Source: an optimization exercise on an open RTL-to-GDS flow (aim: small area, a short achievable clock period and few clock cycles per item). Production flows keep margins and buffers that such runs may drop. RTL that was checked went through simulation tests only; none was proved equivalent to the original.

==> v14 <==
// cnn_top
module cnn_top (
    clk,
    rst_n,
    start,
    done,
    data_bram_wen, data_bram_addr, data_bram_din,
    weight_bram_wen, weight_bram_addr, weight_bram_din,
    feature_bram_wen, feature_bram_addr, feature_bram_din,
    dense_w_bram_wen, dense_w_bram_addr, dense_w_bram_din,
    final_class_out
);
clock: 7.0 ns
lec_check: 0
cap_margin: 20
core_margin: 2
core_utilization: 60
place_density: 0.75
setup_slack_margin: 4.0
slew_margin: 20
run.sh (not shown) runs the stock make flow with config.mk's settings and CLKGATE_MAP_FILE= SYNTH_SCRIPT=/design/flow/synth_recipe.tcl, a recipe that flattens the netlist after the stock synthesis.
==> v11 (differences from v14) <==
- CORE_UTILIZATION: 60 -> 40
- PLACE_DENSITY: 0.75 -> 0.6
==> qor summary <==
                                                                            v11          v14
Number of tap instances                                                    1050          688
Register clock-pin slew on the reported worst setup and hold paths        60 ps        70 ps
PostCTS Resize Cnt                                                           69           55
Violation count after the first detailed-route iteration                   1239         1441
Post-layout min period                                                  3170 ps      3222 ps
Clock buffer count from CTS                                                  54           51
Layout clock area frac                                                  0.05609      0.04789
Die outline area                                                    0.08238 mm²  0.05527 mm²
Worst EP required                                                       7480 ps      7470 ps
Fillcell total                                                             7165         3810
Detailed-route wire length on metal 1                                  32.01 mm     29.01 mm
Max incr delay on CP                                                     530 ps       540 ps
Met2 routing resource usage after global routing                         0.3069       0.4388
Utilization of the core after routing                                    0.4536       0.6664
Global routing usage summed across all routing layers                    0.1790       0.2569
Run status                                             timing/DRC/antenna clean  timing/DRC/antenna clean
Smallest hold slack                                                    463.4 ps     466.5 ps
Dpl hpwl                                                               53.19 mm     50.68 mm
No functional check of the RTL was part of any run of this note.

* * *

==> v22: inputs <==
Another version of the RTL of cnn_top (not shown whole).
// cnn_top
module cnn_top (
    clk,
    rst_n,
    start,
    done,
    data_bram_wen, data_bram_addr, data_bram_din,
    weight_bram_wen, weight_bram_addr, weight_bram_din,
    feature_bram_wen, feature_bram_addr, feature_bram_din,
    dense_w_bram_wen, dense_w_bram_addr, dense_w_bram_din,
    final_class_out
);
==> flow/config.mk <==
export PLATFORM = sky130hd
export DESIGN_NAME = cnn_top
export DESIGN_NICKNAME = cnn_top
export VERILOG_FILES = /design/flow/design.v
export SDC_FILE = /design/flow/constraint.sdc
export NUM_CORES = 4
export LEC_CHECK = 0
export CAP_MARGIN = 20
export CORE_MARGIN = 2
export CORE_UTILIZATION = 40
export PLACE_DENSITY = 0.6
export SETUP_SLACK_MARGIN = 3.5
export SLEW_MARGIN = 20
==> flow/constraint.sdc <==
create_clock -name core_clock -period 7.0 [get_ports {clk}]
set_input_delay 1.4000 -clock core_clock [delete_from_list [all_inputs] [get_ports {clk}]]
set_output_delay 1.4000 -clock core_clock [all_outputs]
set_load 0.01 [all_outputs]
==> inputs of v12, as changes to v22 <==
ABC_CLOCK_PERIOD_IN_PS = 2800   (was default)
SETUP_SLACK_MARGIN = 4.2   (was 3.5)
==> qor.csv <==
metric,value,unit
status,"complete, no violations",
grt_pass1_wl,117300,um
rr_startpoint,c2a[16],
cp_num_cells,12,
dr_wl_met3,3480,um
arrival,3.58,ns
crit_end,final_class_out[0],
wl_per_cell,18.88,um
seq_area,12070,sq um
The numbers above come from v12.

==> qor.csv <==
metric,value,unit
cp_num_cells,9,
grt_pass1_wl,113300,um
arrival,3.86,ns
dr_wl_met3,2903,um
rr_startpoint,u_conv.feat[10],
wl_per_cell,18.15,um
seq_area,11970,sq um
status,"complete, no violations",
The numbers above come from v22.

No run of this note included a check of the RTL's function; only the layout flow was run.

* * *

==> run E <==
cnn_top, a different RTL version from the one above (not shown whole).
Design cnn_top, start of the top module:
module cnn_top (
    clk,
    rst_n,
    start,
    done,
    data_bram_wen, data_bram_addr, data_bram_din,
    weight_bram_wen, weight_bram_addr, weight_bram_din,
    feature_bram_wen, feature_bram_addr, feature_bram_din,
    dense_w_bram_wen, dense_w_bram_addr, dense_w_bram_din,
    final_class_out
);
clock: 7.0 ns
lec_check: 0
cap_margin: 20
core_margin: 2
core_utilization: 70
place_density: 0.82
setup_slack_margin: 4.0
slew_margin: 20
synth_hierarchical: 1
==> inputs of run C, as changes to run E <==
--- a/flow/config.mk
+++ b/flow/config.mk
@@ -7,8 +7,8 @@
 export LEC_CHECK = 0
 export CAP_MARGIN = 20
 export CORE_MARGIN = 2
-export CORE_UTILIZATION = 70
-export PLACE_DENSITY = 0.82
+export CORE_UTILIZATION = 60
+export PLACE_DENSITY = 0.75
 export SETUP_SLACK_MARGIN = 4.0
 export SLEW_MARGIN = 20
 export SYNTH_HIERARCHICAL = 1
==> summary.txt <==
                                                            run C        run E
Run status                               timing/DRC/antenna clean  timing/DRC/antenna clean
# rows                                                         86           79
Worst slack at placement                                  3.41 ns      3.25 ns
Iteration count of the initial detailed-routing pass            7            6
Area of the core                                      0.0550 mm^2  0.0468 mm^2
Tap cells                                                     748          607
Fillers                                                      3927         2763
Drt initial violations                                       1350         1747
Routed metal-1 wirelength                                29900 um     28100 um
Reg2reg start                                              s2[12]      c2a[15]
Antenna violations before repair                                1            0
Data required time at the worst endpoint                  7.55 ns      7.52 ns
No run of this note included a check of the RTL's function; only the layout flow was run.

* * *

==> v13: inputs <==
cnn_top, a different RTL version from the one above (not shown whole).
==> flow/design.v (excerpt) <==
module cnn_top (
    clk,
    rst_n,
    start,
    done,
    data_bram_wen, data_bram_addr, data_bram_din,
    weight_bram_wen, weight_bram_addr, weight_bram_din,
    feature_bram_wen, feature_bram_addr, feature_bram_din,
    dense_w_bram_wen, dense_w_bram_addr, dense_w_bram_din,
    final_class_out
);
clock: 7.0 ns
lec_check: 0
cap_margin: 20
core_margin: 2
core_utilization: 60
cts_buf_list: sky130_fd_sc_hd__clkbuf_8
cts_cluster_diameter: 60
cts_cluster_size: 16
place_density: 0.75
setup_slack_margin: 3.0
slew_margin: 20
synth_hierarchical: 1
==> v20: changes against v13 <==
Settings changed: ABC_AREA set to 1, SETUP_SLACK_MARGIN 3.0 to 3.8.
==> v31: changes against v13 <==
Settings changed: SETUP_SLACK_MARGIN 3.0 to 3.6.
==> notes <==
Against v31, the clock-buffer cell count of v20 is higher by 3. Against v13, the core utilization of v31 is higher by 0.091 points. Routed wire length: v20 > v13 > v31. Worst hold slack: v31 > v13 > v20. Against v31, the synthesized area of v20 is larger by about 8%. Against v31, the via count of v13 is smaller by 0.56%. In v20 the design area is larger than in v13, by 7.7%.
==> figures <==
quantity                                                               v31             v20             v13
Run status                                                  finished clean  finished clean  finished clean
Number of logic inverters in the finished layout                        39             268              39
Unique masters post-synth                                               74              49              74
Post-route non-filler standard cell count                             3113            4685            3112
Post-route setup slack                                            3.701 ns        3.917 ns        3.496 ns
Final net count                                                       2951            4453            2950
Std-Cell Rows                                                           86              89              86
Share of Yosys cell area claimed by the top area cell type          22.07%          20.47%          22.07%
Starting Density                                                    60.49%          60.66%          60.49%
Worst endpoint data arrival time                                   3.84 ns         3.61 ns         4.07 ns
Synth Area in Compound Gates                                        11.76%          2.600%          11.76%
Final clock period utilization by the worst path                    47.13%          44.05%          50.06%
Buf/Inv on CP                                                            0               1               1
Iteration-0 DRC Markers                                               1276            1944            1338
Final area over synthesized area                                  0.99789x        0.99455x        0.99638x
Met3 GRT Util                                                       3.204%          3.480%          3.204%
Count of fill cells added during filler insertion                     4184            4982            4191
Standard cell area after detailed placement                      32130 µm²       34520 µm²       32130 µm²
Setup clock skew after layout                                   0.05585 ns      0.05176 ns      0.05472 ns
Testbench counts of v13, summed over its fixed seeds: cycles 5,760, inferences 320.
Testbench counts of v20, summed over its fixed seeds: cycles 5,760, inferences 320.
Testbench counts of v31, summed over its fixed seeds: cycles 5,760, inferences 320.

* * *

==> inputs of 11-01 <==
Starting RTL as in the previous note.
clock: 7.0 ns
lec_check: 0
cap_margin: 20
core_margin: 2
core_utilization: 60
cts_buf_list: sky130_fd_sc_hd__clkbuf_8
cts_cluster_diameter: 50
cts_cluster_size: 20
place_density: 0.75
setup_slack_margin: 3.8
slew_margin: 20
synth_hierarchical: 1
==> 06-27: changes against 11-01 <==
--- a/flow/config.mk
+++ b/flow/config.mk
@@ -8,9 +8,9 @@
 export CAP_MARGIN = 20
 export CORE_MARGIN = 2
-export CORE_UTILIZATION = 60
+export CORE_UTILIZATION = 70
 export CTS_BUF_LIST = sky130_fd_sc_hd__clkbuf_8
-export CTS_CLUSTER_DIAMETER = 50
-export CTS_CLUSTER_SIZE = 20
-export PLACE_DENSITY = 0.75
+export CTS_CLUSTER_DIAMETER = 60
+export CTS_CLUSTER_SIZE = 16
+export PLACE_DENSITY = 0.82
 export SETUP_SLACK_MARGIN = 3.8
 export SLEW_MARGIN = 20
==> 11-23: changes against 11-01 <==
--- a/flow/config.mk
+++ b/flow/config.mk
@@ -10,8 +10,8 @@
 export CORE_UTILIZATION = 60
 export CTS_BUF_LIST = sky130_fd_sc_hd__clkbuf_8
-export CTS_CLUSTER_DIAMETER = 50
-export CTS_CLUSTER_SIZE = 20
+export CTS_CLUSTER_DIAMETER = 60
+export CTS_CLUSTER_SIZE = 16
 export PLACE_DENSITY = 0.75
-export SETUP_SLACK_MARGIN = 3.8
+export SETUP_SLACK_MARGIN = 3.9
 export SLEW_MARGIN = 20
 export SYNTH_HIERARCHICAL = 1
==> impl_metrics.tcl <==
set metrics [dict create \
    grt_usage_pct 24.1 \
    first_iter_violations 1451 \
    syn_to_final_growth_pct 2.51 \
    outcome "finished clean" \
    drtPass1Iterations 6 \
    detail_route.wl_per_cell_um 21.4 \
    vias 19300 \
    dp.final_hpwl_mm 49.4 \
]
the above is filed under 11-23

==> impl_metrics.tcl <==
set metrics [dict create \
    outcome "finished clean" \
    dp.final_hpwl_mm 49.4 \
    vias 18900 \
    detail_route.wl_per_cell_um 21.4 \
    syn_to_final_growth_pct 0.728 \
    first_iter_violations 1371 \
]
the above is filed under 11-01

==> impl_metrics.tcl <==
set metrics [dict create \
    outcome "finished clean" \
    first_iter_violations 1548 \
    dp.final_hpwl_mm 49.8 \
    detail_route.wl_per_cell_um 22.4 \
    drtPass1Iterations 17 \
    syn_to_final_growth_pct -0.121 \
    insertion_delay_ns 0.68 \
    grt_usage_pct 28.3 \
]
the above is filed under 06-27

Testbench counts of 11-01, summed over its fixed seeds: cycles 5,760, inferences 320.
Testbench counts of 06-27, summed over its fixed seeds: cycles 5,760, inferences 320.
Testbench counts of 11-23, summed over its fixed seeds: cycles 5,760, inferences 320.

==> port drivers added, routing unchanged <==
Ports are ideal in the flow. The routed layouts listed here were re-timed in OpenROAD.
Step 1: set_driving_cell puts a clkbuf_16 on clk and a buf_2 on each other input, an assumption about the parent block.
Step 2 times the ports against the registers' clock, not the clock port: input delays grow and output delays shrink by t, the midpoint of the rising clock arrivals with the driver on.
a / b / c = ideal ports / drivers / drivers and shift; a / b = the first two.
run	t (ns)	setup slack, ns	latest minus earliest clock arrival (ns)	slew at the worst register clock pin (ns)
v14	0.666	3.778 / 3.778 / 3.466	0.055 / 0.055	0.07 / 0.07
v11	0.673	3.830 / 3.830 / 3.485	0.052 / 0.052	0.06 / 0.06
v22	0.663	3.612 / 3.612 / 3.376	0.027 / 0.027	0.06 / 0.06
v12	0.672	3.778 / 3.778 / 3.596	0.054 / 0.054	0.07 / 0.07
run E	0.655	3.809 / 3.809 / 3.440	0.047 / 0.047	0.07 / 0.07
run C	0.671	3.881 / 3.881 / 3.520	0.069 / 0.069	0.06 / 0.06
v13	0.726	3.496 / 3.496 / 3.406	0.071 / 0.071	0.11 / 0.11
v20	0.720	3.917 / 3.917 / 3.606	0.065 / 0.064	0.10 / 0.10
v31	0.728	3.701 / 3.701 / 3.384	0.074 / 0.073	0.11 / 0.11
11-01	0.714	3.845 / 3.845 / 3.385	0.059 / 0.059	0.12 / 0.12
06-27	0.715	3.767 / 3.767 / 3.412	0.038 / 0.038	0.10 / 0.10
11-23	0.724	3.847 / 3.847 / 3.339	0.071 / 0.071	0.11 / 0.11
After both steps setup and hold are still met in every run listed. The setup slack of 11-23, which loses most, moves by 0.000 ns with the drivers and by -0.508 ns with both steps.
